Background: an optimization exercise with open tools, aiming at small area. Do not read the settings as production practice. In this exercise RTL edits were held to simulation tests only and were not proved equivalent to the original. No run shown here takes its clock network from TritonCTS; it comes from the design's own scripts or RTL. No driver is modelled on the clock port, so clock power and skew are understated where the tree is cut down; a real chip needs a root buffer or a tree. Power and IR drop assume default switching activity.

==> flow/design.v <==
`timescale 1ns / 1ps
module button_debounce (
    input clk,
    input rst,
    input button_in,
    output reg button_out,
    output toggle           
);
    localparam [7:0] D0 = 8'd4;
    localparam [7:0] P = 8'h55;
    reg [7:0] cs;
    wire [7:0] counter = cs ^ P;
    wire differ = button_in ^ button_out;
    wire full = ~|(counter & 8'hf5);
    assign toggle = differ & full;
    always @(posedge clk or posedge rst) begin
        if (rst) begin
            cs <= D0 ^ P;
            button_out <= 0;
        end else begin
            if (toggle)
                button_out <= button_in;
            if (differ & ~full)
                cs <= {counter[6:0], counter[7] ^ counter[2]} ^ P;
            else
                cs <= D0 ^ P;
        end
    end
endmodule
`timescale 1ns / 1ps
module ClockTest(
	input clk,
	input rst,
	input btn,
	output [6:0] seg,
	output [3:0] an,
	output buttons_pressed,
	output buttons_released
);
	localparam [9:0] J624 = 10'd317;        
	reg [4:0] u;
	reg [1:0] g;
	reg [9:0] j;
	reg       tick_d;                       
	reg       press_d;                      
	reg [3:0] s_ones;
	reg [2:0] s_tens;
	reg [3:0] ones;
	reg [3:0] tens;
	reg       chg;                          
	reg       pulse;                        
	wire btn_lvl;
	wire btn_toggle;
	button_debounce debounce (
		.clk(clk),
		.rst(rst),
		.button_in(btn),
		.button_out(btn_lvl),
		.toggle(btn_toggle)
	);
	wire u_low0 = ~|u[3:0];
	wire u_31 = u_low0 & ~u[4];             
	wire u_30 = u_low0 & u[4];              
	wire [1:0] sel = {g[1], g[1] ^ g[0]};   
	wire j_624 = (j & 10'b1100011111) == 10'b0100011101;
	wire j_623 = (j & 10'b0110111111) == 10'b0010011110;
	wire sec_first = j_624 & u_31;
	wire sec_last = j_623 & u_30;
	wire sec60 = s_tens[2] & s_tens[1];
	wire min_last = sec_last & sec60;
	wire min_last_d = sec_first & sec60;
	assign buttons_pressed  = pulse & btn_lvl;
	assign buttons_released = pulse & ~btn_lvl;
	function [3:0] bcd_inc;
		input [3:0] d;
		bcd_inc = {(d[3] & ~d[0]) | (d[2] & d[1] & d[0]),
		           d[2] ^ (d[1] & d[0]),
		           d[1] ^ (d[0] & ~d[3]),
		           ~d[0]};
	endfunction
	always @(posedge clk or posedge rst) begin
		if (rst) begin
			u <= 5'b00000;
			g <= 2'b10;
			j <= J624;
		end else begin
			u <= {u[3:0], u[4] ^ u[2] ^ u_low0};
			if (u_31)
				g <= {g[0], ~g[1]};
			j <= {j[8:2], j[1] | j_624, j[0], j[9] ^ j[6]};
		end
	end
	always @(posedge clk or posedge rst) begin
		if (rst)
			s_tens <= 3'd7;
		else if (min_last_d)
			s_tens <= 0;
		else if (tick_d & s_ones[3] & s_ones[0])
			s_tens <= {s_tens[2] ^ (s_tens[1] & s_tens[0]), s_tens[1] ^ s_tens[0], ~s_tens[0]};
	end
	always @(posedge clk) begin
		tick_d <= sec_first;
		press_d <= buttons_pressed;
		if (min_last_d) begin
			s_ones <= 0;
			ones <= 0;
			tens <= 0;
		end else begin
			if (tick_d)
				s_ones <= bcd_inc(s_ones);
			if (press_d) begin
				ones <= bcd_inc(ones);
				if (ones[3] & ones[0])
					tens <= bcd_inc(tens);
			end
		end
	end
	always @(posedge clk or posedge rst) begin
		if (rst) begin
			chg <= 0;
			pulse <= 0;
		end else begin
			chg <= btn_toggle | (min_last & chg);
			if (!min_last)
				pulse <= chg;
		end
	end
	reg [3:0] dg;
	always @(*) begin
		case (sel)
			2'b00: dg = ones;
			2'b01: dg = tens;
			2'b10: dg = s_ones;
			2'b11: dg = {&s_tens, s_tens};
		endcase
	end
	wire blank = &s_tens;
	assign an = {~(sel[1] & sel[0] & ~blank), ~(sel[1] & ~sel[0]), ~(~sel[1] & sel[0]), ~(~sel[1] & ~sel[0])};
	reg [6:0] pat;
	always @(*) begin
		case (dg)
			4'd0: pat = 7'b1000000;
			4'd1: pat = 7'b1111001;
			4'd2: pat = 7'b0100100;
			4'd3: pat = 7'b0110000;
			4'd4: pat = 7'b0011001;
			4'd5: pat = 7'b0010010;
			4'd6: pat = 7'b0000010;
			4'd7: pat = 7'b1111000;
			4'd8: pat = 7'b0000000;
			4'd9: pat = 7'b0010000;
			default: pat = 7'b1111111;
		endcase
	end
	assign seg = pat;
endmodule
==> flow/flow/run.sh <==
#!/bin/bash
# The standard layout (standard.sh), with these changes to how the layout
# is built:
#  - the standard synthesis runs unchanged first; then the design is
#    synthesized again for area (rtlsynth.tcl: same passes skipped, flattened
#    and renamed the same way, but its own ABC scripts and no adder cells),
#    and the smallest of a few ABC scripts' netlists replaces the standard
#    one, once regnames.py has checked that its flip-flops are the standard
#    synthesis's (same registers, same cell types) and given them the standard
#    names.  If that check fails, the standard netlist is kept;
#  - port buffers are the smallest buffer cell, buf_1 (every input and output
#    port still gets its own buffer);
#  - the clock tree is a small two-level tree built by clock_tree.tcl (a root
#    buffer driving three leaf buffers, each driving a third of the
#    flip-flops) in place of clock_tree_synthesis.
# Each tool's full output goes to a log file of its own in this folder.
set -euo pipefail
here=$(pwd)
res=$here/orfs/results/$FLOW_PLATFORM/ClockTest/base
lib=$FLOW_HOME/platforms/$FLOW_PLATFORM/lib/sky130_fd_sc_hd__tt_025C_1v80.lib
yosys=$FLOW_HOME/../tools/install/yosys/bin/yosys
export BUFFER_PORTS_ARGS="-buffer_cell sky130_fd_sc_hd__buf_1"
export PRE_CTS_TCL=$here/flow/clock_tree.tcl

bash standard.sh synth > log_1_standard_synth.log 2>&1
cp $res/1_2_yosys.v $here/standard_synth.v

# the platform's DONT_USE_CELLS
args=""
for c in $(cat flow/dont_use.txt); do args="$args -dont_use $c"; done
for k in 1 2 3 4 5; do
  LIB_FILE=$lib DESIGN_V=$FLOW_DESIGN OUT_V=$here/synth_$k.v TOP=$FLOW_TOP \
    ABC_SCRIPT=$here/flow/abc_$k.abc DONT_USE_ARGS="$args" \
    $yosys -c flow/rtlsynth.tcl > log_2_synth_$k.log 2>&1 &
done
wait || true

best=""
best_area=""
for k in 1 2 3 4 5; do
  if python3 flow/regnames.py $here/standard_synth.v $here/synth_$k.v $here/synth_${k}_named.v > log_3_regnames_$k.log 2>&1; then
    a=$(sed -n "s/.*Chip area for module.*: //p" $here/synth_$k.v.stat | tail -1)
    echo "script $k: area $a" >> log_3_choice.log
    if [[ -n "$a" ]] && { [[ -z "$best_area" ]] || python3 -c "import sys; sys.exit(0 if $a < $best_area else 1)"; }; then
      best=$k; best_area=$a
    fi
  fi
done
if [[ -n "$best" ]]; then
  echo "using script $best" >> log_3_choice.log
  cp $here/synth_${best}_named.v $res/1_2_yosys.v
  rm -f $res/1_synth.odb $res/1_synth.sdc
else
  echo "keeping the standard netlist" >> log_3_choice.log
fi
bash standard.sh finish > log_4_standard_finish.log 2>&1
==> flow/flow/abc_1.abc <==
&get -n
&deepsyn -T 30
&st
&dch -f
&nf -a -R 1000
&put
==> flow/flow/abc_2.abc <==
&get -n
&st
&synch2
&dc2
&deepsyn -T 30
&st
&dch -f
&nf -a -R 1000
&put
==> flow/flow/abc_3.abc <==
&get -n
&deepsyn -T 120
&st
&dch -f
&nf -a -R 1000
&put
==> flow/flow/abc_4.abc <==
&get -n
&deepsyn -T 30 -S 2
&st
&dch -f
&nf -a -R 1000
&put
==> flow/flow/abc_5.abc <==
&get -n
&deepsyn -T 30 -S 3
&st
&dch -f
&nf -a -R 1000
&put
==> flow/flow/clock_tree.tcl <==
# PRE_CTS_TCL hook: build a small two-level clock tree by hand in place of
# clock_tree_synthesis.  The clock's flip-flops are split by position into
# NLEAF groups of about equal size; each group gets a leaf clock buffer at its
# centre, and one root buffer at the centre of all flip-flops drives the leaf
# buffers, so the clock port drives a single cell.  Every flip-flop is two
# buffers from the clock port.
set leaf_cell sky130_fd_sc_hd__clkbuf_8
set root_cell sky130_fd_sc_hd__clkbuf_2
set nleaf 3
set block [ord::get_db_block]
set clk_net [$block findNet clk]
set sinks {}
foreach it [$clk_net getITerms] {
  if { [$it isInputSignal] } {
    set inst [$it getInst]
    set bb [$inst getBBox]
    set x [expr {([$bb xMin] + [$bb xMax]) / 2}]
    set y [expr {([$bb yMin] + [$bb yMax]) / 2}]
    lappend sinks [list $x $y "[$inst getName]/[[$it getMTerm] getName]"]
  }
}
set n [llength $sinks]
set dbu [$block getDbUnitsPerMicron]
# split into vertical strips of about equal count
set sinks [lsort -integer -index 0 $sinks]
set ax 0; set ay 0
foreach s $sinks { set ax [expr {$ax + [lindex $s 0]}]; set ay [expr {$ay + [lindex $s 1]}] }
set ax [expr {double($ax) / $n / $dbu}]; set ay [expr {double($ay) / $n / $dbu}]
for {set k 0} {$k < $nleaf} {incr k} {
  set lo [expr {($k * $n) / $nleaf}]
  set hi [expr {(($k + 1) * $n) / $nleaf - 1}]
  set grp [lrange $sinks $lo $hi]
  set sx 0; set sy 0; set pins {}
  foreach s $grp {
    set sx [expr {$sx + [lindex $s 0]}]; set sy [expr {$sy + [lindex $s 1]}]
    lappend pins [get_pins [lindex $s 2]]
  }
  set m [llength $grp]
  set cx [expr {double($sx) / $m / $dbu}]; set cy [expr {double($sy) / $m / $dbu}]
  insert_buffer -buffer_cell $leaf_cell -net clk -load_pins $pins \
    -location [list $cx $cy] -buffer_name clkbuf_leaf_$k -net_name clknet_leaf_$k
  puts "clock tree: leaf $k, $m flip-flops, buffer at ($cx, $cy)"
}
insert_buffer -buffer_cell $root_cell -net clk -location [list $ax $ay] \
  -buffer_name clkbuf_root -net_name clknet_root
puts "clock tree: root buffer at ($ax, $ay)"
foreach net [list clknet_root clknet_leaf_0 clknet_leaf_1 clknet_leaf_2] {
  set dn [$block findNet $net]
  if { $dn != "NULL" } { $dn setSigType CLOCK }
}
# the tree is built; nothing is left for clock_tree_synthesis to do
proc clock_tree_synthesis { args } {
  puts "clock_tree_synthesis skipped: the clock tree was built by clock_tree.tcl"
}
==> flow/flow/dont_use.txt <==
sky130_fd_sc_hd__probe_p_8
sky130_fd_sc_hd__probec_p_8
sky130_fd_sc_hd__lpflow_bleeder_1
sky130_fd_sc_hd__lpflow_clkbufkapwr_1
sky130_fd_sc_hd__lpflow_clkbufkapwr_16
sky130_fd_sc_hd__lpflow_clkbufkapwr_2
sky130_fd_sc_hd__lpflow_clkbufkapwr_4
sky130_fd_sc_hd__lpflow_clkbufkapwr_8
sky130_fd_sc_hd__lpflow_clkinvkapwr_1
sky130_fd_sc_hd__lpflow_clkinvkapwr_16
sky130_fd_sc_hd__lpflow_clkinvkapwr_2
sky130_fd_sc_hd__lpflow_clkinvkapwr_4
sky130_fd_sc_hd__lpflow_clkinvkapwr_8
sky130_fd_sc_hd__lpflow_decapkapwr_12
sky130_fd_sc_hd__lpflow_decapkapwr_3
sky130_fd_sc_hd__lpflow_decapkapwr_4
sky130_fd_sc_hd__lpflow_decapkapwr_6
sky130_fd_sc_hd__lpflow_decapkapwr_8
sky130_fd_sc_hd__lpflow_inputiso0n_1
sky130_fd_sc_hd__lpflow_inputiso0p_1
sky130_fd_sc_hd__lpflow_inputiso1n_1
sky130_fd_sc_hd__lpflow_inputiso1p_1
sky130_fd_sc_hd__lpflow_inputisolatch_1
sky130_fd_sc_hd__lpflow_isobufsrc_1
sky130_fd_sc_hd__lpflow_isobufsrc_16
sky130_fd_sc_hd__lpflow_isobufsrc_2
sky130_fd_sc_hd__lpflow_isobufsrc_4
sky130_fd_sc_hd__lpflow_isobufsrc_8
sky130_fd_sc_hd__lpflow_isobufsrckapwr_16
sky130_fd_sc_hd__lpflow_lsbuf_lh_hl_isowell_tap_1
sky130_fd_sc_hd__lpflow_lsbuf_lh_hl_isowell_tap_2
sky130_fd_sc_hd__lpflow_lsbuf_lh_hl_isowell_tap_4
sky130_fd_sc_hd__lpflow_lsbuf_lh_isowell_4
sky130_fd_sc_hd__lpflow_lsbuf_lh_isowell_tap_1
sky130_fd_sc_hd__lpflow_lsbuf_lh_isowell_tap_2
sky130_fd_sc_hd__lpflow_lsbuf_lh_isowell_tap_4
==> flow/flow/regnames.py <==
# Give the flip-flops of a netlist the instance names the standard synthesis gave the
# same registers, pairing them by the net on their Q pin, and check that both netlists
# have the same registers in the same cell types.
# usage: regnames.py standard.v mine.v out.v ; exits 1 if they cannot be paired.
import re, sys

INST = re.compile(r'^\s*(sky130_fd_sc_hd__df\w+)\s+(\\\S+|\S+)\s*\((.*?)\);', re.M | re.S)
PIN = re.compile(r'\.(\w+)\s*\(\s*(\\\S+\s|[^()\s]+(?:\s*\[\s*\d+\s*\])?)\s*\)')

def flops(text):
    out = {}
    for m in INST.finditer(text):
        pins = {p: re.sub(r'[\\\s]', '', n) for p, n in PIN.findall(m.group(3))}
        out[m.group(2)] = (m.group(1), pins.get('Q'), m.start(2), m.end(2))
    return out

std = open(sys.argv[1]).read()
mine = open(sys.argv[2]).read()
fs, fm = flops(std), flops(mine)
by_q = {}
for name, (cell, q, _, _) in fs.items():
    if q is None or q in by_q:
        sys.exit(f"standard netlist: flip-flop {name} has no unique Q net")
    by_q[q] = (name, cell)
if len(fs) != len(fm):
    sys.exit(f"{len(fs)} flip-flops in the standard netlist, {len(fm)} in the new one")
edits = []
used = set()
for name, (cell, q, a, b) in fm.items():
    if q not in by_q:
        sys.exit(f"new netlist: flip-flop {name} drives {q}, which no standard flip-flop drives")
    sname, scell = by_q[q]
    if scell != cell:
        sys.exit(f"register {q}: cell {cell}, standard synthesis has {scell}")
    used.add(sname)
    edits.append((a, b, sname))
if len(used) != len(fs):
    sys.exit("registers do not pair one to one")
existing = set(re.findall(r'^\s*\w+\s+(\\\S+|\S+)\s*\(', mine, re.M))
for a, b, sname in sorted(edits, reverse=True):
    mine = mine[:a] + sname + ' ' + mine[b:]
open(sys.argv[3], 'w').write(mine)
print(f"paired {len(edits)} flip-flops")
==> flow/flow/rtlsynth.tcl <==
# Synthesis of the design for area: like the standard synthesis (no fsm or share
# passes, design flattened, function-call nets renamed) but with its own ABC
# script and no extraction of half/full adder cells.  regnames.py then checks
# that the flip-flops match the standard synthesis's and gives them its names.
set lib $::env(LIB_FILE)
yosys read_liberty -lib $lib
yosys read_verilog -sv $::env(DESIGN_V)
yosys synth -top $::env(TOP) -flatten -nofsm -noshare
yosys opt -purge
yosys dfflibmap -liberty $lib {*}$::env(DONT_USE_ARGS)
yosys opt
yosys setundef -zero
yosys abc -script $::env(ABC_SCRIPT) -liberty $lib {*}$::env(DONT_USE_ARGS)
yosys splitnets
yosys opt_clean -purge
yosys hilomap -singleton -hicell sky130_fd_sc_hd__conb_1 HI -locell sky130_fd_sc_hd__conb_1 LO
yosys insbuf -buf sky130_fd_sc_hd__buf_4 A X
# left out here: hide names made inside functions
yosys check
yosys tee -o $::env(OUT_V).stat stat -liberty $lib
yosys write_verilog -noattr -nohex -nodec $::env(OUT_V)
==> flow/standard.sh <==
#!/bin/bash
# synth_recipe.tcl (not shown) runs the flow's synth.tcl, then flattens the netlist and writes it again
# the make line also repeats each setting of config.mk as NAME=value (left out here)
make -C /OpenROAD-flow-scripts/flow DESIGN_CONFIG=/design/flow/config.mk WORK_HOME=/design/flow/orfs CLKGATE_MAP_FILE= SYNTH_SCRIPT=/design/flow/synth_recipe.tcl "${@:-finish}"
==> flow/config.mk <==
export PLATFORM = sky130hd
export DESIGN_NAME = ClockTest
export DESIGN_NICKNAME = ClockTest
export VERILOG_FILES = /design/flow/design.v
export SDC_FILE = /design/flow/constraint.sdc
export NUM_CORES = 4
export LEC_CHECK = 0
export CAP_MARGIN = 20
export CORE_MARGIN = 2
export CORE_UTILIZATION = 40
export SLEW_MARGIN = 20
==> flow/constraint.sdc <==
create_clock -name core_clock -period 50.0 [get_ports {clk}]
set_input_delay 10.0000 -clock core_clock [delete_from_list [all_inputs] [get_ports {clk}]]
set_output_delay 10.0000 -clock core_clock [all_outputs]
set_load 0.01 [all_outputs]
==> qor_table.md, run 1 <==
| Step | Parameter | Reported |
|:---|:---|:---|
| status | Status | timing/DRC/antenna clean |
| sta | Transition time at the pin with the least slew margin | 940.7 ps |
| detailed routing | Number of remaining DRC errors | 0 |
| floorplan | Starting Density | 0.4235 |
| worst setup path | Number of cells on the worst reg-to-reg path | 6 |
| worst setup path | Arrival time reported for the critical path endpoint | 2550 ps |
| sta | Final setup vio count | 0 |
| cells and area | Layout overhead on the synthesized area | 9.545% |
| worst setup path | Maximum net fanout on the critical path | 6 |
| detailed routing | Detailed Routing Iterations Pass 1 | 4 |
| cells and area | Post-layout instance area | 1896 µm² |
| cells and area | Sequential Area | 1072 µm² |
| clocking | Clock-pin transition on the worst setup and hold timing paths | 90 ps |
| synthesis | Post-Synthesis Net Count | 166 |
| job | Max-capacitance violation count | 0 |
| floorplan | Die X | 69.77 µm |
| detailed routing | Vias after detailed routing | 1213 |
| cells and area | Antenna fix cells | 0 |
| sta | Total Negative Setup Slacks | 0 ps |
| cells and area | Fraction of layout instances using a drive strength above 1 | 0.09890 |
| worst setup path | Setup crit end kind | output port |
| synthesis | Area of the mapped netlist | 1730 µm² |
| cells and area | Final-stage net count | 187 |
| grt | First-pass GRT wire length | 5.437 mm |
| worst setup path | Critical Path Sink | seg[1] |
| synthesis | Average cell area after synthesis | 10.62 µm² |
| floorplan | Die height | 69.77 µm |
| worst setup path | Critical path launch point type | flip-flop |
| power | Power per unit of standard cell area | 40.35 nW/µm² |
| grt | Via count of the first global-routing pass | 1168 |
| floorplan | Core footprint | 4086 µm² |
| placed design | Final weighted congestion of routability-driven global placement | 0.9001 |
| worst setup path | CP Data Required Time | 40000 ps |
| power | Maximum vdd drop | 0.02490 mV |
| worst setup path | Setup slack, reg-to-reg | 47510 ps |
| grt | Initial antenna violation count | 0 |
| synthesis | Synth Instances | 163 |
| detailed routing | Final antenna-violating net count | 0 |
| floorplan | Total die area | 4868 µm² |
| worst setup path | Source of the critical timing path | g[1]$_DFFE_PP1N_ |
| placed design | Post-DP HPWL | 2.301 mm |
| sta | Crit share post-route | 0.2509 |
| sta | Setup repair after global routing missed its margin | false |
| cells and area | Fillcell total | 407 |
| clocking | Insertion delay of the later-clocked pin in the worst-skew pair | 330 ps |
| clocking | CTS Hold Bufs | 0 |
| sta | Highest clock frequency the design can meet | 79.70 MHz |
| detailed routing | Wire length per cell after detailed routing | 13.31 µm |
| power | Cell leakage power | 0.0007556 µW |
| grt | Overall global routing resource usage | 0.1297 |
| detailed routing | 1st-iter DRT viols | 47 |
| placed design | Cell area after placement | 1849 µm² |
| sta | Final Hold Vio Count | 0 |
| grt | Global-route congestion overflow total | 0 |
| sta | Total count of max-transition violations in the final report | 0 |
| cells and area | Area of the multi-input gates | 646.9 µm² |
| sta | Relative max-transition margin | 0.3706 |
| detailed routing | Via count normalized by instance count | 5.228 |
| synthesis | Warning count from the yosys run | 2 |
| clocking | # Post-CTS Setup Buffers | 0 |
| floorplan | Row count | 23 |
| sta | Fin crit period | 12550 ps |
| worst setup path | Startpoint-to-endpoint class of the critical path | flip-flop to output port |
| clocking | Post-cts gate resize count | 0 |
| cells and area | Most frequent standard cell in the layout excluding fill and tap cells | nor2_1 |
| floorplan | Boundary Pins | 16 |
| placed design | Number of buffers added on ports | 15 |
| detailed routing | Detailed-route wire length | 3.087 mm |
| cells and area | Commonest cells after routing, fill and taps aside | nor2_1 (29), dfrtp_1 (18), buf_1 (15), dfxtp_1 (14), dfstp_2 (13) |
| min path | Hold WC Path Type | flip-flop to flip-flop |
| worst setup path | Worst R2R Start | j[4]$_DFF_PP1_ |
| sta | Fin Clk Skew | 9.814 ps |
| sta | Worst hold slack after final layout | 372.1 ps |
| worst setup path | Endpoint of the worst register-to-register path | s_tens[2]$_DFFE_PP1P_ |
| grt | Pin count of the biggest net entering global routing | 32 |
## worst max-delay path, stage by stage (launching register included)
cell	delay, ps
dfstp_2	580
or2_0	260
o22ai_1	140
nor2_1	250
nor2_1	150
xnor2_1	150
o2bb2ai_1	310
nand3_1	110
o21ai_0	90
buf_1	180
## worst min path at each step
stage,startpoint,end,slack [ps],cells after the start
detailed placement,j[3]$_DFF_PP1_,j[4]$_DFF_PP1_,360,0
global placement,debounce.cs[3]$_DFF_PP0_,debounce.cs[4]$_DFF_PP1_,360,1
floorplan,debounce.cs[3]$_DFF_PP0_,debounce.cs[4]$_DFF_PP1_,350,1
finish,j[2]$_DFF_PP1_,j[3]$_DFF_PP1_,370,0
CTS,j[2]$_DFF_PP1_,j[3]$_DFF_PP1_,360,0
global route,j[2]$_DFF_PP1_,j[3]$_DFF_PP1_,380,0
## metal layers
| layer | track usage | vias up | part of all wire |
|---|---|---|---|
| met1 | 0.1811 | 568 | 0.46 |
| met5 | 0 | - | 0 |
| li1 | - | 605 | - |
| met4 | 0.006410 | 0 | 0.0049 |
| met2 | 0.2254 | 38 | 0.47 |
| met3 | 0.01890 | 2 | 0.060 |
## through the flow
| stage | cells | setup WS (ps) | utilization | total power (µW) |
|---|---|---|---|---|
| finish | 232 | 37450 | 0.4639 | 76.49 |
| global placement | 228 | 38050 | 0.4525 | 60.62 |
| floorplan | 163 | 38130 | - | 57.53 |
| CTS | 232 | 37840 | 0.4639 | 74.05 |
| global route | 232 | 37210 | 0.4639 | 82.07 |
| detailed placement | 228 | 37850 | 0.4525 | 61.64 |
## power breakdown
| part | internal, µW | switching (µW) | leakage [µW] |
|---|---|---|---|
| clock network | 5.96 | 9.84 | 0.0000257 |
| logic | 5.40 | 6.03 | 0.000249 |
| registers | 43.6 | 5.69 | 0.000481 |
| total | 54.9 | 21.6 | 0.000756 |
## area by class of cell, clock buffers not listed
type                            instances  share of cell area
Timing Repair Buffer                   15             0.02970
Sequential cell                        45              0.5657
Inverter                                3            0.005941
Tap cell                               50             0.03300
Multi-Input combinational cell        115              0.3413
## state kept, by name (all words and copies together) (netlist names), 2 cells and up, named ones only
name and flops:
j 10, debounce.cs 8, u 5, ones 3, s_ones 3, s_tens 3
tens 3, g 2
==> run 2: changes to the inputs <==
--- a/flow/design.v
+++ b/flow/design.v
@@ -3,27 +3,23 @@
     input clk,
     input rst,
     input button_in,
-    output reg button_out,
-    output toggle           
+    output reg button_out
 );
     localparam [7:0] D0 = 8'd4;
-    localparam [7:0] P = 8'h55;
-    reg [7:0] cs;
-    wire [7:0] counter = cs ^ P;
+    reg [7:0] counter;
     wire differ = button_in ^ button_out;
     wire full = ~|(counter & 8'hf5);
-    assign toggle = differ & full;
     always @(posedge clk or posedge rst) begin
         if (rst) begin
-            cs <= D0 ^ P;
+            counter <= D0;
             button_out <= 0;
         end else begin
-            if (toggle)
+            if (differ & full)
                 button_out <= button_in;
             if (differ & ~full)
-                cs <= {counter[6:0], counter[7] ^ counter[2]} ^ P;
+                counter <= {counter[6:0], counter[7] ^ counter[2]};
             else
-                cs <= D0 ^ P;
+                counter <= D0;
         end
     end
 endmodule
@@ -47,16 +43,14 @@
 	reg [2:0] s_tens;
 	reg [3:0] ones;
 	reg [3:0] tens;
-	reg       chg;                          
+	reg       prev;                         
 	reg       pulse;                        
 	wire btn_lvl;
-	wire btn_toggle;
 	button_debounce debounce (
 		.clk(clk),
 		.rst(rst),
 		.button_in(btn),
-		.button_out(btn_lvl),
-		.toggle(btn_toggle)
+		.button_out(btn_lvl)
 	);
 	wire u_low0 = ~|u[3:0];
 	wire u_31 = u_low0 & ~u[4];             
@@ -69,8 +63,8 @@
 	wire sec60 = s_tens[2] & s_tens[1];
 	wire min_last = sec_last & sec60;
 	wire min_last_d = sec_first & sec60;
-	assign buttons_pressed  = pulse & btn_lvl;
-	assign buttons_released = pulse & ~btn_lvl;
+	assign buttons_pressed  = pulse & prev;
+	assign buttons_released = pulse & ~prev;
 	function [3:0] bcd_inc;
 		input [3:0] d;
 		bcd_inc = {(d[3] & ~d[0]) | (d[2] & d[1] & d[0]),
@@ -117,12 +111,11 @@
 	end
 	always @(posedge clk or posedge rst) begin
 		if (rst) begin
-			chg <= 0;
+			prev <= 0;
 			pulse <= 0;
-		end else begin
-			chg <= btn_toggle | (min_last & chg);
-			if (!min_last)
-				pulse <= chg;
+		end else if (!min_last) begin
+			prev <= btn_lvl;
+			pulse <= btn_lvl ^ prev;
 		end
 	end
 	reg [3:0] dg;
--- a/flow/flow/run.sh
+++ b/flow/flow/run.sh
@@ -11,7 +11,7 @@
 #  - port buffers are the smallest buffer cell, buf_1 (every input and output
 #    port still gets its own buffer);
 #  - the clock tree is a small two-level tree built by clock_tree.tcl (a root
-#    buffer driving three leaf buffers, each driving a third of the
+#    buffer driving four leaf buffers, each driving a quarter of the
 #    flip-flops) in place of clock_tree_synthesis.
 # Each tool's full output goes to a log file of its own in this folder.
 set -euo pipefail
@@ -28,7 +28,7 @@
 # the platform's DONT_USE_CELLS
 args=""
 for c in $(cat flow/dont_use.txt); do args="$args -dont_use $c"; done
-for k in 1 2 3 4 5; do
+for k in 1 2 3; do
   LIB_FILE=$lib DESIGN_V=$FLOW_DESIGN OUT_V=$here/synth_$k.v TOP=$FLOW_TOP \
     ABC_SCRIPT=$here/flow/abc_$k.abc DONT_USE_ARGS="$args" \
     $yosys -c flow/rtlsynth.tcl > log_2_synth_$k.log 2>&1 &
@@ -37,7 +37,7 @@
 
 best=""
 best_area=""
-for k in 1 2 3 4 5; do
+for k in 1 2 3; do
   if python3 flow/regnames.py $here/standard_synth.v $here/synth_$k.v $here/synth_${k}_named.v > log_3_regnames_$k.log 2>&1; then
     a=$(sed -n "s/.*Chip area for module.*: //p" $here/synth_$k.v.stat | tail -1)
     echo "script $k: area $a" >> log_3_choice.log
==> flow/flow/clock_tree.tcl (replaced) <==
# PRE_CTS_TCL hook: build a small two-level clock tree by hand in place of
# clock_tree_synthesis.  The clock's flip-flops are split by position into
# a grid of NCOL x NROW groups of about equal size; each group gets a leaf clock buffer at its
# centre, and one root buffer at the centre of all flip-flops drives the leaf
# buffers, so the clock port drives a single cell.  Every flip-flop is two
# buffers from the clock port.
set leaf_cell sky130_fd_sc_hd__clkbuf_4
set root_cell sky130_fd_sc_hd__clkbuf_4
set ncol 2
set nrow 2
set block [ord::get_db_block]
set clk_net [$block findNet clk]
set sinks {}
foreach it [$clk_net getITerms] {
  if { [$it isInputSignal] } {
    set inst [$it getInst]
    set bb [$inst getBBox]
    set x [expr {([$bb xMin] + [$bb xMax]) / 2}]
    set y [expr {([$bb yMin] + [$bb yMax]) / 2}]
    lappend sinks [list $x $y "[$inst getName]/[[$it getMTerm] getName]"]
  }
}
set n [llength $sinks]
set dbu [$block getDbUnitsPerMicron]
set ax 0; set ay 0
foreach s $sinks { set ax [expr {$ax + [lindex $s 0]}]; set ay [expr {$ay + [lindex $s 1]}] }
set ax [expr {double($ax) / $n / $dbu}]; set ay [expr {double($ay) / $n / $dbu}]
# split into NCOL columns of about equal count by x, each column into NROW
# groups of about equal count by y
set groups {}
set sinks [lsort -integer -index 0 $sinks]
for {set c 0} {$c < $ncol} {incr c} {
  set col [lrange $sinks [expr {($c * $n) / $ncol}] [expr {(($c + 1) * $n) / $ncol - 1}]]
  set col [lsort -integer -index 1 $col]
  set m [llength $col]
  for {set r 0} {$r < $nrow} {incr r} {
    lappend groups [lrange $col [expr {($r * $m) / $nrow}] [expr {(($r + 1) * $m) / $nrow - 1}]]
  }
}
set k 0
foreach grp $groups {
  set sx 0; set sy 0; set pins {}
  foreach s $grp {
    set sx [expr {$sx + [lindex $s 0]}]; set sy [expr {$sy + [lindex $s 1]}]
    lappend pins [get_pins [lindex $s 2]]
  }
  set m [llength $grp]
  set cx [expr {double($sx) / $m / $dbu}]; set cy [expr {double($sy) / $m / $dbu}]
  insert_buffer -buffer_cell $leaf_cell -net clk -load_pins $pins \
    -location [list $cx $cy] -buffer_name clkbuf_leaf_$k -net_name clknet_leaf_$k
  puts "clock tree: leaf $k, $m flip-flops, buffer at ($cx, $cy)"
  incr k
}
insert_buffer -buffer_cell $root_cell -net clk -location [list $ax $ay] \
  -buffer_name clkbuf_root -net_name clknet_root
puts "clock tree: root buffer at ($ax, $ay)"
foreach net [list clknet_root clknet_leaf_0 clknet_leaf_1 clknet_leaf_2 clknet_leaf_3 clknet_leaf_4 clknet_leaf_5] {
  set dn [$block findNet $net]
  if { $dn != "NULL" } { $dn setSigType CLOCK }
}
# the tree is built; nothing is left for clock_tree_synthesis to do
proc clock_tree_synthesis { args } {
  puts "clock_tree_synthesis skipped: the clock tree was built by clock_tree.tcl"
}
removed: flow/flow/abc_4.abc
removed: flow/flow/abc_5.abc
==> qor_table.md, run 2 <==
| Step | Parameter | Reported |
|:---|:---|:---|
| status | Status | timing/DRC/antenna clean |
| cells and area | Fraction of layout instances using a drive strength above 1 | 0.1200 |
| power | Maximum vdd drop | 0.01859 mV |
| cells and area | Largest registers | j (10), debounce.counter (8), u (5) |
| sta | Relative max-transition margin | 0.5891 |
| job | Max-capacitance violation count | 0 |
| cells and area | Final core utilization | 0.4469 |
| worst setup path | Arrival time reported for the critical path endpoint | 2380 ps |
| cells and area | Area of the multi-input gates | 669.4 µm² |
| cells and area | Largest register by flop count | j |
| floorplan | Row count | 24 |
| worst setup path | Setup slack, reg-to-reg | 47790 ps |
| power | Final Total Pwr | 78.99 µW |
| sta | Final WS setup | 37620 ps |
| clocking | CTS Hold Bufs | 0 |
| sta | Fin crit period | 12380 ps |
| sta | Transition time at the pin with the least slew margin | 613.5 ps |
| power | Power per unit of standard cell area | 41.45 nW/µm² |
| cells and area | Final-stage net count | 180 |
| power | Cell leakage power | 0.0007661 µW |
| synthesis | Synth Instances | 155 |
| grt | Via count of the first global-routing pass | 1202 |
| worst setup path | CP Data Required Time | 40000 ps |
| placed design | Number of buffers added on ports | 15 |
| floorplan | Total die area | 4905 µm² |
| worst setup path | Endpoint of the worst register-to-register path | s_tens[2]$_DFFE_PP1P_ |
| sta | Total Negative Setup Slacks | 0 ps |
| worst setup path | Setup crit end kind | output port |
| worst setup path | Startpoint-to-endpoint class of the critical path | flip-flop to output port |
| detailed routing | Amount of wire on met3 after detailed routing | 79 µm |
| placed design | Post-DP HPWL | 2.231 mm |
| detailed routing | Vias after detailed routing | 1170 |
| detailed routing | Wire length on met1 | 1.401 mm |
| grt | Global-route congestion overflow total | 0 |
| floorplan | Boundary Pins | 16 |
| placed design | Final weighted congestion of routability-driven global placement | 0.8002 |
| grt | Pin count of the biggest net entering global routing | 32 |
| cells and area | Most frequent standard cell in the layout excluding fill and tap cells | nor2_1 |
| detailed routing | Detailed Routing Iterations Pass 1 | 4 |
| floorplan | Starting Density | 0.4090 |
| worst setup path | Maximum net fanout on the critical path | 9 |
| sta | Highest clock frequency the design can meet | 80.78 MHz |
| detailed routing | Wire length per cell after detailed routing | 13.33 µm |
| clocking | Insertion delay of the later-clocked pin in the worst-skew pair | 360 ps |
| detailed routing | Number of remaining DRC errors | 0 |
| synthesis | Warning count from the yosys run | 2 |
| sta | Total count of max-transition violations in the final report | 0 |
| detailed routing | Final antenna-violating net count | 0 |
| sta | Worst hold slack after final layout | 371.3 ps |
| cells and area | Sequential Area | 1070 µm² |
| detailed routing | Wire length on met2 | 1.478 mm |
| synthesis | Post-Synthesis Net Count | 158 |
| worst setup path | Critical path launch point type | flip-flop |
| grt | Overall global routing resource usage | 0.1319 |
| sta | Final Hold Vio Count | 0 |
| cells and area | Commonest cells after routing, fill and taps aside | nor2_1 (22), dfrtp_1 (20), buf_1 (15), dfxtp_1 (14) |
| worst setup path | Source of the critical timing path | g[0]$_DFFE_PP0N_ |
| grt | Initial antenna violation count | 0 |
| detailed routing | Via count normalized by instance count | 5.154 |
| floorplan | Die X | 70.04 µm |
| synthesis | Average cell area after synthesis | 11.25 µm² |
| worst setup path | Critical Path Sink | seg[0] |
| worst setup path | Worst R2R Start | u[1]$_DFF_PP0_ |
| cells and area | Max reg flops | 10 |
| min path | Hold WC Path Type | flip-flop to flip-flop |
| detailed routing | 1st-iter DRT viols | 47 |
| detailed routing | Detailed-route wire length | 3.026 mm |
| sta | Final setup vio count | 0 |
| cells and area | Fillcell total | 411 |
| clocking | Post-cts gate resize count | 0 |
| cells and area | Antenna fix cells | 0 |
| placed design | Worst slack after detailed placement | 38010 ps |
| clocking | # Post-CTS Setup Buffers | 0 |
| sta | Crit share post-route | 0.2476 |
| grt | First-pass GRT wire length | 5.492 mm |
| cells and area | Layout overhead on the synthesized area | 9.254% |
| detailed routing | Uppermost layer routed | met4 |
| worst setup path | Number of cells on the worst reg-to-reg path | 8 |
| floorplan | Die height | 70.04 µm |
| sta | Setup repair after global routing missed its margin | false |
| synthesis | Area of the mapped netlist | 1744 µm² |
| clocking | Clock-pin transition on the worst setup and hold timing paths | 120 ps |
| sta | Fin Clk Skew | 23.86 ps |
| floorplan | Core footprint | 4264 µm² |
run 2: critical path: stages (launching register included):
cell	delay [ps]
dfrtp_1	540
mux4_2	580
nor2_1	230
xnor2_1	110
o21ai_0	320
clkinv_1	110
buf_1	140
run 2: power by group:
group / internal (µW) / total, µW / switching, µW
registers: 43.9 / 49.8 / 5.87
logic: 7.05 / 14.6 / 7.55
clock network: 4.71 / 14.6 / 9.89
total: 55.7 / 79.0 / 23.3
run 2: per-stage QoR:
| stage | instances | area, µm² |
|---|---|---|
| 2_1_floorplan | 155 | 1744 |
| 5_1_grt | 227 | 1906 |
| 4_1_cts | 227 | 1903 |
| 6_report | 227 | 1906 |
| 3_3_place_gp | 222 | 1866 |
| 3_5_place_dp | 222 | 1866 |
run 2: cell type report, clock buffers not listed:
type	instances	area share
sequential	45	0.5614
multi-input combinational	108	0.3513
tap	52	0.03414
timing repair buffer	15	0.02955
inverter	2	0.003940
run 2: routing by layer:
layer,GRT usage,vias up
li1,-,580
met1,0.1756,575
met2,0.2360,7
met3,0.01299,8
met4,0.02350,0
met5,0,-
run 2: how the worst min path moves through the flow:
stage	to	start	cells past startpoint	slack, ps
floorplan	j[5]$_DFF_PP1_	j[4]$_DFF_PP1_	0	350
global placement	j[3]$_DFF_PP1_	j[2]$_DFF_PP1_	0	360
detailed placement	j[3]$_DFF_PP1_	j[2]$_DFF_PP1_	0	360
CTS	j[3]$_DFF_PP1_	j[2]$_DFF_PP1_	0	360
global route	j[3]$_DFF_PP1_	j[2]$_DFF_PP1_	0	380
finish	j[3]$_DFF_PP1_	j[2]$_DFF_PP1_	0	370
==> run 3: changes to the inputs <==
--- a/flow/design.v
+++ b/flow/design.v
@@ -3,23 +3,27 @@
     input clk,
     input rst,
     input button_in,
-    output reg button_out
+    output reg button_out,
+    output toggle           
 );
     localparam [7:0] D0 = 8'd4;
-    reg [7:0] counter;
+    localparam [7:0] P = 8'h55;
+    reg [7:0] cs;
+    wire [7:0] counter = cs ^ P;
     wire differ = button_in ^ button_out;
     wire full = ~|(counter & 8'hf5);
+    assign toggle = differ & full;
     always @(posedge clk or posedge rst) begin
         if (rst) begin
-            counter <= D0;
+            cs <= D0 ^ P;
             button_out <= 0;
         end else begin
-            if (differ & full)
+            if (toggle)
                 button_out <= button_in;
             if (differ & ~full)
-                counter <= {counter[6:0], counter[7] ^ counter[2]};
+                cs <= {counter[6:0], counter[7] ^ counter[2]} ^ P;
             else
-                counter <= D0;
+                cs <= D0 ^ P;
         end
     end
 endmodule
@@ -43,14 +47,16 @@
 	reg [2:0] s_tens;
 	reg [3:0] ones;
 	reg [3:0] tens;
-	reg       prev;                         
+	reg       chg;                          
 	reg       pulse;                        
 	wire btn_lvl;
+	wire btn_toggle;
 	button_debounce debounce (
 		.clk(clk),
 		.rst(rst),
 		.button_in(btn),
-		.button_out(btn_lvl)
+		.button_out(btn_lvl),
+		.toggle(btn_toggle)
 	);
 	wire u_low0 = ~|u[3:0];
 	wire u_31 = u_low0 & ~u[4];             
@@ -63,8 +69,8 @@
 	wire sec60 = s_tens[2] & s_tens[1];
 	wire min_last = sec_last & sec60;
 	wire min_last_d = sec_first & sec60;
-	assign buttons_pressed  = pulse & prev;
-	assign buttons_released = pulse & ~prev;
+	assign buttons_pressed  = pulse & btn_lvl;
+	assign buttons_released = pulse & ~btn_lvl;
 	function [3:0] bcd_inc;
 		input [3:0] d;
 		bcd_inc = {(d[3] & ~d[0]) | (d[2] & d[1] & d[0]),
@@ -111,11 +117,12 @@
 	end
 	always @(posedge clk or posedge rst) begin
 		if (rst) begin
-			prev <= 0;
+			chg <= 0;
 			pulse <= 0;
-		end else if (!min_last) begin
-			prev <= btn_lvl;
-			pulse <= btn_lvl ^ prev;
+		end else begin
+			chg <= btn_toggle | (min_last & chg);
+			if (!min_last)
+				pulse <= chg;
 		end
 	end
 	reg [3:0] dg;
--- a/flow/flow/run.sh
+++ b/flow/flow/run.sh
@@ -10,9 +10,9 @@
 #    names.  If that check fails, the standard netlist is kept;
 #  - port buffers are the smallest buffer cell, buf_1 (every input and output
 #    port still gets its own buffer);
-#  - the clock tree is a small two-level tree built by clock_tree.tcl (a root
-#    buffer driving four leaf buffers, each driving a quarter of the
-#    flip-flops) in place of clock_tree_synthesis.
+#  - the clock tree is built by clock_tree.tcl in place of
+#    clock_tree_synthesis: four clock buffers, each driving the flip-flops of
+#    one quarter of the layout, driven by the clock port.
 # Each tool's full output goes to a log file of its own in this folder.
 set -euo pipefail
 here=$(pwd)
@@ -28,7 +28,7 @@
 # the platform's DONT_USE_CELLS
 args=""
 for c in $(cat flow/dont_use.txt); do args="$args -dont_use $c"; done
-for k in 1 2 3; do
+for k in 1 2 3 4 5; do
   LIB_FILE=$lib DESIGN_V=$FLOW_DESIGN OUT_V=$here/synth_$k.v TOP=$FLOW_TOP \
     ABC_SCRIPT=$here/flow/abc_$k.abc DONT_USE_ARGS="$args" \
     $yosys -c flow/rtlsynth.tcl > log_2_synth_$k.log 2>&1 &
@@ -37,7 +37,7 @@
 
 best=""
 best_area=""
-for k in 1 2 3; do
+for k in 1 2 3 4 5; do
   if python3 flow/regnames.py $here/standard_synth.v $here/synth_$k.v $here/synth_${k}_named.v > log_3_regnames_$k.log 2>&1; then
     a=$(sed -n "s/.*Chip area for module.*: //p" $here/synth_$k.v.stat | tail -1)
     echo "script $k: area $a" >> log_3_choice.log
==> flow/flow/abc_4.abc (new file) <==
&get -n
&deepsyn -T 30 -S 2
&st
&dch -f
&nf -a -R 1000
&put
==> flow/flow/abc_5.abc (new file) <==
&get -n
&deepsyn -T 30 -S 3
&st
&dch -f
&nf -a -R 1000
&put
--- a/flow/flow/clock_tree.tcl
+++ b/flow/flow/clock_tree.tcl
@@ -1,11 +1,5 @@
-# PRE_CTS_TCL hook: build a small two-level clock tree by hand in place of
-# clock_tree_synthesis.  The clock's flip-flops are split by position into
-# a grid of NCOL x NROW groups of about equal size; each group gets a leaf clock buffer at its
-# centre, and one root buffer at the centre of all flip-flops drives the leaf
-# buffers, so the clock port drives a single cell.  Every flip-flop is two
-# buffers from the clock port.
 set leaf_cell sky130_fd_sc_hd__clkbuf_4
-set root_cell sky130_fd_sc_hd__clkbuf_4
+set root_cell ""
 set ncol 2
 set nrow 2
 set block [ord::get_db_block]
@@ -51,9 +45,11 @@
   puts "clock tree: leaf $k, $m flip-flops, buffer at ($cx, $cy)"
   incr k
 }
-insert_buffer -buffer_cell $root_cell -net clk -location [list $ax $ay] \
-  -buffer_name clkbuf_root -net_name clknet_root
-puts "clock tree: root buffer at ($ax, $ay)"
+if { $root_cell != "" } {
+  insert_buffer -buffer_cell $root_cell -net clk -location [list $ax $ay] \
+    -buffer_name clkbuf_root -net_name clknet_root
+  puts "clock tree: root buffer at ($ax, $ay)"
+}
 foreach net [list clknet_root clknet_leaf_0 clknet_leaf_1 clknet_leaf_2 clknet_leaf_3 clknet_leaf_4 clknet_leaf_5] {
   set dn [$block findNet $net]
   if { $dn != "NULL" } { $dn setSigType CLOCK }
--- a/flow/config.mk
+++ b/flow/config.mk
@@ -7,5 +7,5 @@
 export LEC_CHECK = 0
 export CAP_MARGIN = 20
 export CORE_MARGIN = 2
-export CORE_UTILIZATION = 40
+export CORE_UTILIZATION = 80
 export SLEW_MARGIN = 20
==> qor_table.md, run 3 <==
| Step | Parameter | Reported |
|:---|:---|:---|
| worst setup path | Critical path launch point type | flip-flop |
| clocking | Insertion delay of the later-clocked pin in the worst-skew pair | 180 ps |
| clocking | Clock-pin transition on the worst setup and hold timing paths | 100 ps |
| cells and area | Fraction of layout instances using a drive strength above 1 | 0.09890 |
| cells and area | Most frequent standard cell in the layout excluding fill and tap cells | nor2_1 |
| clocking | # Post-CTS Setup Buffers | 0 |
| sta | Relative max-transition margin | 0.3611 |
| sta | Final setup vio count | 0 |
| worst setup path | Arrival time reported for the critical path endpoint | 2460 ps |
| cells and area | Fillcell total | 70 |
| sta | Transition time at the pin with the least slew margin | 954.9 ps |
| placed design | Number of buffers added on ports | 15 |
| detailed routing | 1st-iter DRT viols | 76 |
| grt | Initial antenna violation count | 0 |
| floorplan | Total die area | 2551 µm² |
| sta | Fin Clk Skew | 17.06 ps |
| worst setup path | CP Data Required Time | 40000 ps |
| clocking | CTS Hold Bufs | 0 |
| detailed routing | Final antenna-violating net count | 0 |
| cells and area | Commonest cells after routing, fill and taps aside | nor2_1 (29), dfrtp_1 (18), buf_1 (15), dfxtp_1 (14), dfstp_2 (13) |
| sta | Setup repair after global routing missed its margin | false |
| cells and area | Layout overhead on the synthesized area | 6.941% |
| placed design | Final weighted congestion of routability-driven global placement | 0.7780 |
| cells and area | Post-Layout Cell Count | 209 |
| job | Max-capacitance violation count | 0 |
| synthesis | Average cell area after synthesis | 10.62 µm² |
| worst setup path | Maximum net fanout on the critical path | 6 |
| power | Final Total Pwr | 74.88 µW |
| floorplan | Row count | 16 |
| synthesis | Area of the mapped netlist | 1730 µm² |
| cells and area | Largest registers | j (10), debounce.cs (8), u (5) |
| detailed routing | Detailed-route wire length | 3.747 mm |
| placed design | Post-DP HPWL | 2.600 mm |
| grt | Via count of the first global-routing pass | 1349 |
| detailed routing | Number of remaining DRC errors | 0 |
| floorplan | Boundary Pins | 16 |
| power | Power per unit of standard cell area | 40.47 nW/µm² |
| detailed routing | Via count normalized by instance count | 6.344 |
| synthesis | Post-Synthesis Net Count | 166 |
| floorplan | Die X | 50.51 µm |
| sta | Final Hold Vio Count | 0 |
| grt | Overall global routing resource usage | 0.3263 |
| sta | Crit share post-route | 0.2492 |
| sta | Total Negative Setup Slacks | 0 ps |
| detailed routing | Wire length per cell after detailed routing | 17.93 µm |
| worst setup path | Startpoint-to-endpoint class of the critical path | flip-flop to output port |
| cells and area | Max reg flops | 10 |
| grt | Global-route congestion overflow total | 0 |
| min path | Hold WC Path Type | flip-flop to flip-flop |
| detailed routing | Detailed Routing Iterations Pass 1 | 4 |
| sta | Worst hold slack after final layout | 374.1 ps |
| placed design | Worst slack after detailed placement | 37820 ps |
| sta | Final WS setup | 37540 ps |
| synthesis | Synth Instances | 163 |
| power | Maximum vdd drop | 0.03824 mV |
| status | Status | timing/DRC/antenna clean |
| grt | Pin count of the biggest net entering global routing | 32 |
| placed design | Total instance count after detailed placement | 205 |
| synthesis | Warning count from the yosys run | 2 |
| power | Cell leakage power | 0.0007483 µW |
| sta | Highest clock frequency the design can meet | 80.27 MHz |
| cells and area | Sequential Area | 1072 µm² |
| cells and area | Antenna fix cells | 0 |
| detailed routing | Vias after detailed routing | 1326 |
| cells and area | Area of the multi-input gates | 646.9 µm² |
| sta | Total count of max-transition violations in the final report | 0 |
| floorplan | Die height | 50.51 µm |
| grt | First-pass GRT wire length | 6.182 mm |
| sta | Fin crit period | 12460 ps |
| clocking | Post-cts gate resize count | 0 |
| floorplan | Core footprint | 2002 µm² |
| cells and area | Final-stage net count | 187 |
| cells and area | Largest register by flop count | j |
| floorplan | Starting Density | 0.8644 |
| worst setup path | Setup crit end kind | output port |
-- run 3: path summary, 6_finish.rpt --
path | startpoint | cells past startpoint | to | slack [ps]
worst min register to register | j[4]$_DFF_PP1_ | 0 | j[5]$_DFF_PP1_ | 370
worst max register to register | j[3]$_DFF_PP1_ | 6 | s_tens[2]$_DFFE_PP1P_ | 47390
min in group asynchronous | rst | 2 | g[0]$_DFFE_PP0N_ | 9860
worst min-delay path | j[4]$_DFF_PP1_ | 0 | j[5]$_DFF_PP1_ | 370
max in group asynchronous | rst | 2 | u[0]$_DFF_PP0_ | 39720
worst max-delay path | g[1]$_DFFE_PP1N_ | 9 | seg[1] | 37540
-- run 3: cell type report, clock buffers not listed --
type / count / share of cell area
Inverter: 3 / 0.006085
Tap cell: 27 / 0.01826
Sequential cell: 45 / 0.5794
Timing Repair Buffer: 15 / 0.03043
Multi-Input combinational cell: 115 / 0.3496
-- run 3: power by group --
part	switching [µW]	leakage, µW	total, µW	internal [µW]
Sequential	6.43	0.000481	50.0	43.6
Combinational	7.16	0.000249	12.6	5.41
Clock	8.46	0.0000184	12.3	3.85
-- run 3: stage by stage --
stage,cell area (µm²),util
floorplan,1730,-
global placement,1821,0.9094
detailed placement,1821,0.9094
CTS,1851,0.9244
global route,1851,0.9244
finish,1851,0.9244
-- run 3: per-layer routing --
metal | GRT usage | share of wire | vias up
li1 | - | - | 609
met1 | 0.4149 | 0.39 | 634
met2 | 0.5921 | 0.53 | 77
met3 | 0.02679 | 0.064 | 6
met4 | 0.1081 | 0.014 | 0
met5 | 0 | 0 | -
-- run 3: critical path, stage by stage, from the launching register on --
cell	delay [ps]
dfstp_2	580
or2_0	300
o22ai_1	150
nor2_1	260
nor2_1	140
xnor2_1	170
o2bb2ai_1	300
nand3_1	130
o21ai_0	100
buf_1	170
==> run 4: changes to the inputs <==
--- a/flow/config.mk
+++ b/flow/config.mk
@@ -7,5 +7,5 @@
 export LEC_CHECK = 0
 export CAP_MARGIN = 20
 export CORE_MARGIN = 2
-export CORE_UTILIZATION = 80
+export CORE_UTILIZATION = 65
 export SLEW_MARGIN = 20
==> qor_table.md, run 4 <==
| Step | Parameter | Reported |
|:---|:---|:---|
| worst setup path | Critical path launch point type | flip-flop |
| sta | Total count of max-transition violations in the final report | 0 |
| synthesis | Post-Synthesis Net Count | 166 |
| detailed routing | Detailed-route wire length | 2.939 mm |
| worst setup path | Setup crit end kind | output port |
| worst setup path | Number of cells on the worst reg-to-reg path | 6 |
| cells and area | Layout overhead on the synthesized area | 7.158% |
| placed design | Final weighted congestion of routability-driven global placement | 0.8708 |
| synthesis | Warning count from the yosys run | 2 |
| grt | Pin count of the biggest net entering global routing | 32 |
| placed design | Post-DP HPWL | 2.141 mm |
| grt | Overall global routing resource usage | 0.2044 |
| floorplan | Die height | 55.60 µm |
| sta | Setup repair after global routing missed its margin | false |
| cells and area | Sequential Area | 1072 µm² |
| grt | First-pass GRT wire length | 5.278 mm |
| sta | Highest clock frequency the design can meet | 81.31 MHz |
| clocking | # Post-CTS Setup Buffers | 0 |
| detailed routing | Final antenna-violating net count | 0 |
| worst setup path | Setup slack, reg-to-reg | 47510 ps |
| min path | Hold worst-path end | debounce.cs[4]$_DFF_PP1_ |
| floorplan | Total die area | 3091 µm² |
| min path | Min-Delay Startpoint | debounce.cs[3]$_DFF_PP0_ |
| sta | Relative max-transition margin | 0.3801 |
| clocking | Clock-pin transition on the worst setup and hold timing paths | 120 ps |
| clocking | Post-cts gate resize count | 0 |
| worst setup path | Maximum net fanout on the critical path | 6 |
| synthesis | Area of the mapped netlist | 1730 µm² |
| worst setup path | Startpoint-to-endpoint class of the critical path | flip-flop to output port |
| worst setup path | Arrival time reported for the critical path endpoint | 2300 ps |
| sta | Final Hold Vio Count | 0 |
| cells and area | Most frequent standard cell in the layout excluding fill and tap cells | nor2_1 |
| sta | Worst hold slack after final layout | 370.7 ps |
| sta | Transition time at the pin with the least slew margin | 926.4 ps |
| sta | Fin crit period | 12300 ps |
| grt | Global-route congestion overflow total | 0 |
| grt | Initial antenna violation count | 0 |
| cells and area | Area of the multi-input gates | 646.9 µm² |
| sta | Final setup vio count | 0 |
| grt | Via count of the first global-routing pass | 1219 |
| synthesis | Average cell area after synthesis | 10.62 µm² |
| cells and area | Antenna fix cells | 0 |
| min path | Hold WC Path Type | flip-flop to flip-flop |
| cells and area | Final-stage net count | 187 |
| sta | Total Negative Setup Slacks | 0 ps |
| cells and area | Commonest cells after routing, fill and taps aside | nor2_1 (29), dfrtp_1 (18), buf_1 (15), dfxtp_1 (14), dfstp_2 (13) |
| power | Cell leakage power | 0.0007483 µW |
| worst setup path | Endpoint of the worst register-to-register path | s_tens[2]$_DFFE_PP1P_ |
| worst setup path | Crit-path slowest cell | dfstp_2 |
| detailed routing | Detailed Routing Iterations Pass 1 | 4 |
| power | Maximum vdd drop | 0.03734 mV |
| worst setup path | Critical Path Max Stage Delay | 580 ps |
| cells and area | Fraction of layout instances using a drive strength above 1 | 0.09890 |
| min path | Number of cells traversed by the worst hold path | 1 |
| worst setup path | Ordered list of cells on the worst path | or2_0 > o22ai_1 > nor2_1 > nor2_1 > xnor2_1 > o2bb2ai_1 > nand3_1 > o21ai_0 > buf_1 |
| floorplan | Row count | 18 |
| power | Power per unit of standard cell area | 39.41 nW/µm² |
| cells and area | Largest registers | j (10), debounce.cs (8), u (5) |
| cells and area | Largest register by flop count | j |
| cells and area | Max reg flops | 10 |
| worst setup path | CP Data Required Time | 40000 ps |
| placed design | Number of buffers added on ports | 15 |
| detailed routing | Number of remaining DRC errors | 0 |
| floorplan | Core footprint | 2500 µm² |
| worst setup path | Most common cell type on the critical path | nor2_1 |
| synthesis | Synth Instances | 163 |
| detailed routing | Via count normalized by instance count | 5.854 |
| floorplan | Die X | 55.60 µm |
| floorplan | Starting Density | 0.6922 |
| worst setup path | Worst R2R Start | j[4]$_DFF_PP1_ |
| job | Max-capacitance violation count | 0 |
| sta | Crit share post-route | 0.2460 |
| detailed routing | 1st-iter DRT viols | 50 |
| detailed routing | Vias after detailed routing | 1241 |
| detailed routing | Wire length per cell after detailed routing | 13.86 µm |
| clocking | CTS Hold Bufs | 0 |
| clocking | Insertion delay of the later-clocked pin in the worst-skew pair | 180 ps |
| sta | Fin Clk Skew | 17.61 ps |
| status | Status | timing/DRC/antenna clean |
| cells and area | Fillcell total | 192 |
| floorplan | Boundary Pins | 16 |
-- run 4: through the flow --
| step | std cells | instance area, µm² | setup slack (ps) | power [µW] | util |
|---|---|---|---|---|---|
| floorplan | 163 | 1730 | 38130 | 57.53 | - |
| detailed placement | 208 | 1824 | 37930 | 61.51 | 0.7297 |
| global route | 212 | 1854 | 37490 | 77.38 | 0.7417 |
| finish | 212 | 1854 | 37700 | 73.07 | 0.7417 |
| CTS | 212 | 1854 | 37920 | 70.99 | 0.7417 |
| global placement | 208 | 1824 | 38080 | 60.31 | 0.7297 |
-- run 4: power by group --
group,switching [µW],internal [µW]
sequential,5.70,43.5
combinational,6.05,5.40
clock,8.53,3.85
total,20.3,52.8
-- run 4: cell type report, clock buffers not listed --
cell class,count,area share
repair buffers,15,0.03036
multi-input cells,115,0.3489
flip-flops and latches,45,0.5783
well taps,30,0.02024
inverters,3,0.006073
-- run 4: worst max path at each step --
| stage | startpoint | endpoint | slack, ps | cells after the start |
|---|---|---|---|---|
| global placement | g[1]$_DFFE_PP1N_ | seg[1] | 38080 | 9 |
| global route | g[1]$_DFFE_PP1N_ | seg[1] | 37490 | 9 |
| CTS | g[1]$_DFFE_PP1N_ | seg[1] | 37920 | 9 |
| finish | g[1]$_DFFE_PP1N_ | seg[1] | 37700 | 9 |
| detailed placement | g[1]$_DFFE_PP1N_ | seg[1] | 37930 | 9 |
| floorplan | g[1]$_DFFE_PP1N_ | seg[1] | 38130 | 8 |
-- run 4: per-layer routing --
layer  track usage  part of all wire
met5             0                 0
met4       0.04530             0.017
met1        0.2919              0.46
met3       0.02558             0.048
met2        0.3401              0.48
-- run 4: worst max-delay path: cells and delay by family (launching register included) --
kind	cells	cell delay (ps)
AO/OA/AOI/OAI	3	510
flip-flops	1	580
AND/OR/NAND/NOR	4	710
XOR/XNOR	1	150
buffers and inverters	1	170
==> run 5: changes to the inputs <==
--- a/flow/config.mk
+++ b/flow/config.mk
@@ -7,5 +7,5 @@
 export LEC_CHECK = 0
 export CAP_MARGIN = 20
 export CORE_MARGIN = 2
-export CORE_UTILIZATION = 65
+export CORE_UTILIZATION = 40
 export SLEW_MARGIN = 20
==> qor_table.md, run 5 <==
| Step | Parameter | Reported |
|:---|:---|:---|
| power | Cell leakage power | 0.0007483 µW |
| worst setup path | Critical path launch point type | flip-flop |
| sta | Setup repair after global routing missed its margin | false |
| cells and area | Most frequent standard cell in the layout excluding fill and tap cells | nor2_1 |
| detailed routing | Via count normalized by instance count | 5.293 |
| power | Maximum vdd drop | 0.02160 mV |
| sta | Crit share post-route | 0.2479 |
| power | Clock power frac | 0.170 |
| synthesis | Post-Synthesis Net Count | 166 |
| sta | Final WS setup | 37600 ps |
| clocking | # Post-CTS Setup Buffers | 0 |
| placed design | Worst slack after detailed placement | 37850 ps |
| cells and area | Antenna fix cells | 0 |
| sta | Worst hold slack after final layout | 375.7 ps |
| worst setup path | Top cell family by delay on the critical path | simple AND/OR/NAND/NOR gates |
| sta | Transition time at the pin with the least slew margin | 951.5 ps |
| job | Max-capacitance violation count | 0 |
| grt | First-pass GRT wire length | 5.430 mm |
| min path | Hold WC Path Type | flip-flop to flip-flop |
| synthesis | Average cell area after synthesis | 10.62 µm² |
| placed design | Final weighted congestion of routability-driven global placement | 0.9001 |
| worst setup path | Most common cell type on the critical path | nor2_1 |
| synthesis | Warning count from the yosys run | 2 |
| worst setup path | Setup crit end kind | output port |
| power | Part of the power in combinational logic | 0.157 |
| floorplan | Die X | 69.77 µm |
| cells and area | Fillcell total | 401 |
| floorplan | Die height | 69.77 µm |
| grt | Overall global routing resource usage | 0.1285 |
| worst setup path | Combined buffer and inverter count along the critical path | 1 |
| sta | Fin Clk Skew | 13.23 ps |
| grt | Pin count of the biggest net entering global routing | 32 |
| cells and area | Largest registers | j (10), debounce.cs (8), u (5) |
| cells and area | Post-layout instance area | 1879 µm² |
| worst setup path | Crit-path slowest cell | dfstp_2 |
| detailed routing | Final antenna-violating net count | 0 |
| worst setup path | Startpoint-to-endpoint class of the critical path | flip-flop to output port |
| detailed routing | Detailed Routing Iterations Pass 1 | 4 |
| cells and area | Final-stage net count | 187 |
| sta | Highest clock frequency the design can meet | 80.67 MHz |
| grt | Global-route congestion overflow total | 0 |
| clocking | Post-cts gate resize count | 0 |
| placed design | Number of buffers added on ports | 15 |
| cells and area | Max reg flops | 10 |
| worst setup path | Critical Path Max Stage Delay | 580 ps |
| clocking | Clock-pin transition on the worst setup and hold timing paths | 110 ps |
| status | Status | timing/DRC/antenna clean |
| clocking | CTS Hold Bufs | 0 |
| sta | Relative max-transition margin | 0.3633 |
| detailed routing | Detailed-route wire length | 3.073 mm |
| cells and area | Post-Layout Cell Count | 232 |
| cells and area | Fraction of layout instances using a drive strength above 1 | 0.09890 |
| power | Part of the total power dissipated in sequential elements | 0.674 |
| cells and area | Layout overhead on the synthesized area | 8.604% |
| clocking | Insertion delay of the later-clocked pin in the worst-skew pair | 170 ps |
| worst setup path | Ordered list of cells on the worst path | or2_0 > o22ai_1 > nor2_1 > nor2_1 > xnor2_1 > o2bb2ai_1 > nand3_1 > o21ai_0 > buf_1 |
| power | Power per unit of standard cell area | 38.89 nW/µm² |
| detailed routing | Number of remaining DRC errors | 0 |
| detailed routing | Vias after detailed routing | 1228 |
| worst setup path | CP Data Required Time | 40000 ps |
| floorplan | Boundary Pins | 16 |
| synthesis | Area of the mapped netlist | 1730 µm² |
| floorplan | Total die area | 4868 µm² |
| worst setup path | Maximum net fanout on the critical path | 6 |
| sta | Final Hold Vio Count | 0 |
| cells and area | Commonest cells after routing, fill and taps aside | nor2_1 (29), dfrtp_1 (18), buf_1 (15), dfxtp_1 (14), dfstp_2 (13) |
| power | Switching power share of the total | 0.2776 |
| detailed routing | 1st-iter DRT viols | 46 |
| placed design | Total instance count after detailed placement | 228 |
| worst setup path | Arrival time reported for the critical path endpoint | 2400 ps |
| detailed routing | Wire length per cell after detailed routing | 13.25 µm |
| power | Cell internal pwr | 52.81 µW |
| placed design | Cell area after placement | 1849 µm² |
| sta | Total Negative Setup Slacks | 0 ps |
| power | Reported net switching power | 20.29 µW |
| grt | Via count of the first global-routing pass | 1187 |
| sta | Fin crit period | 12400 ps |
| placed design | Post-DP HPWL | 2.301 mm |
| sta | Total count of max-transition violations in the final report | 0 |
| cells and area | Largest register by flop count | j |
| synthesis | Synth Instances | 163 |
| sta | Final setup vio count | 0 |
| floorplan | Starting Density | 0.4235 |
| floorplan | Row count | 23 |
| floorplan | Core footprint | 4086 µm² |
| grt | Initial antenna violation count | 0 |
[run 5: through the flow]
stage,power [µW],utilization
final,73.09,0.4599
after CTS,71.07,0.4599
after floorplan,57.53,-
after detailed placement,61.64,0.4525
after global placement,60.62,0.4525
after global routing,77.69,0.4599
[run 5: area by class of cell, clock buffers not listed]
cell class	instances	area [µm²]	area share
timing repair buffer	15	56.30	0.02996
sequential	45	1072	0.5706
inverter	3	11.26	0.005992
tap	50	62.56	0.03329
multi-input combinational	115	646.9	0.3442
[run 5: power groups by stage]
stage | clock, µW | combinational [µW] | sequential (µW)
6_report | 12.4 | 11.5 | 49.2
5_1_grt | 14.0 | 13.4 | 50.2
4_1_cts | 9.28 | 11.7 | 50.1
3_5_place_dp | 0 | 11.6 | 50.0
3_3_place_gp | 0 | 11.0 | 49.6
2_1_floorplan | 0 | 9.46 | 48.1
[run 5: worst register-to-register path, stage by stage, from the launching register on]
cell	delay [ps]
dfstp_2	550
nand3_1	100
or3_1	380
or4_1	410
nor2_1	730
nor2_1	70
o22a_1	220
[run 5: worst paths after layout]
kind / end / cells past startpoint / slack, ps / startpoint
min in group asynchronous: debounce.cs[7]$_DFF_PP0_ / 2 / 9860 / rst
worst max-delay path: seg[1] / 9 / 37600 / g[1]$_DFFE_PP1N_
worst min register to register: j[3]$_DFF_PP1_ / 0 / 380 / j[2]$_DFF_PP1_
worst max register to register: s_tens[2]$_DFFE_PP1P_ / 6 / 47500 / j[4]$_DFF_PP1_
max in group asynchronous: u[3]$_DFF_PP0_ / 2 / 39740 / rst
worst min-delay path: j[3]$_DFF_PP1_ / 0 / 380 / j[2]$_DFF_PP1_
[run 5: per-layer routing]
metal	wire length [µm]	part of all wire	global-route usage
met5	0	0	0
met4	37	0.012	0.01282
met3	186	0.061	0.02035
met2	1443	0.47	0.2212
met1	1405	0.46	0.1773

==> separate check: timing with driven ports <==
Ports are ideal in the flow. The routed layouts listed here were re-timed in OpenROAD. Step 1 (the two cells are an assumption about what drives the block):
set clk [get_ports {clk}]
set_driving_cell -lib_cell sky130_fd_sc_hd__clkbuf_16 $clk
set_driving_cell -lib_cell sky130_fd_sc_hd__buf_2 [delete_from_list [all_inputs] $clk]
Step 2 times the ports against the registers' clock, not the clock port: input delays grow and output delays shrink by t, the midpoint of the rising clock arrivals with the driver on. a / b / c = ideal ports / drivers / drivers and shift; a / b = the first two.
| run | t (ns) | setup WS [ns] | slew at the worst register clock pin (ns) |
|---|---|---|---|
| run 1 | 0.348 | 37.453 / 37.430 / 37.777 | 0.09 / 0.09 |
| run 2 | 0.366 | 37.620 / 37.599 / 37.965 | 0.12 / 0.12 |
| run 3 | 0.208 | 37.542 / 37.504 / 37.711 | 0.12 / 0.12 |
| run 4 | 0.210 | 37.702 / 37.659 / 37.869 | 0.12 / 0.12 |
| run 5 | 0.210 | 37.604 / 37.560 / 37.769 | 0.12 / 0.11 |
After both steps every run listed still meets setup and hold.
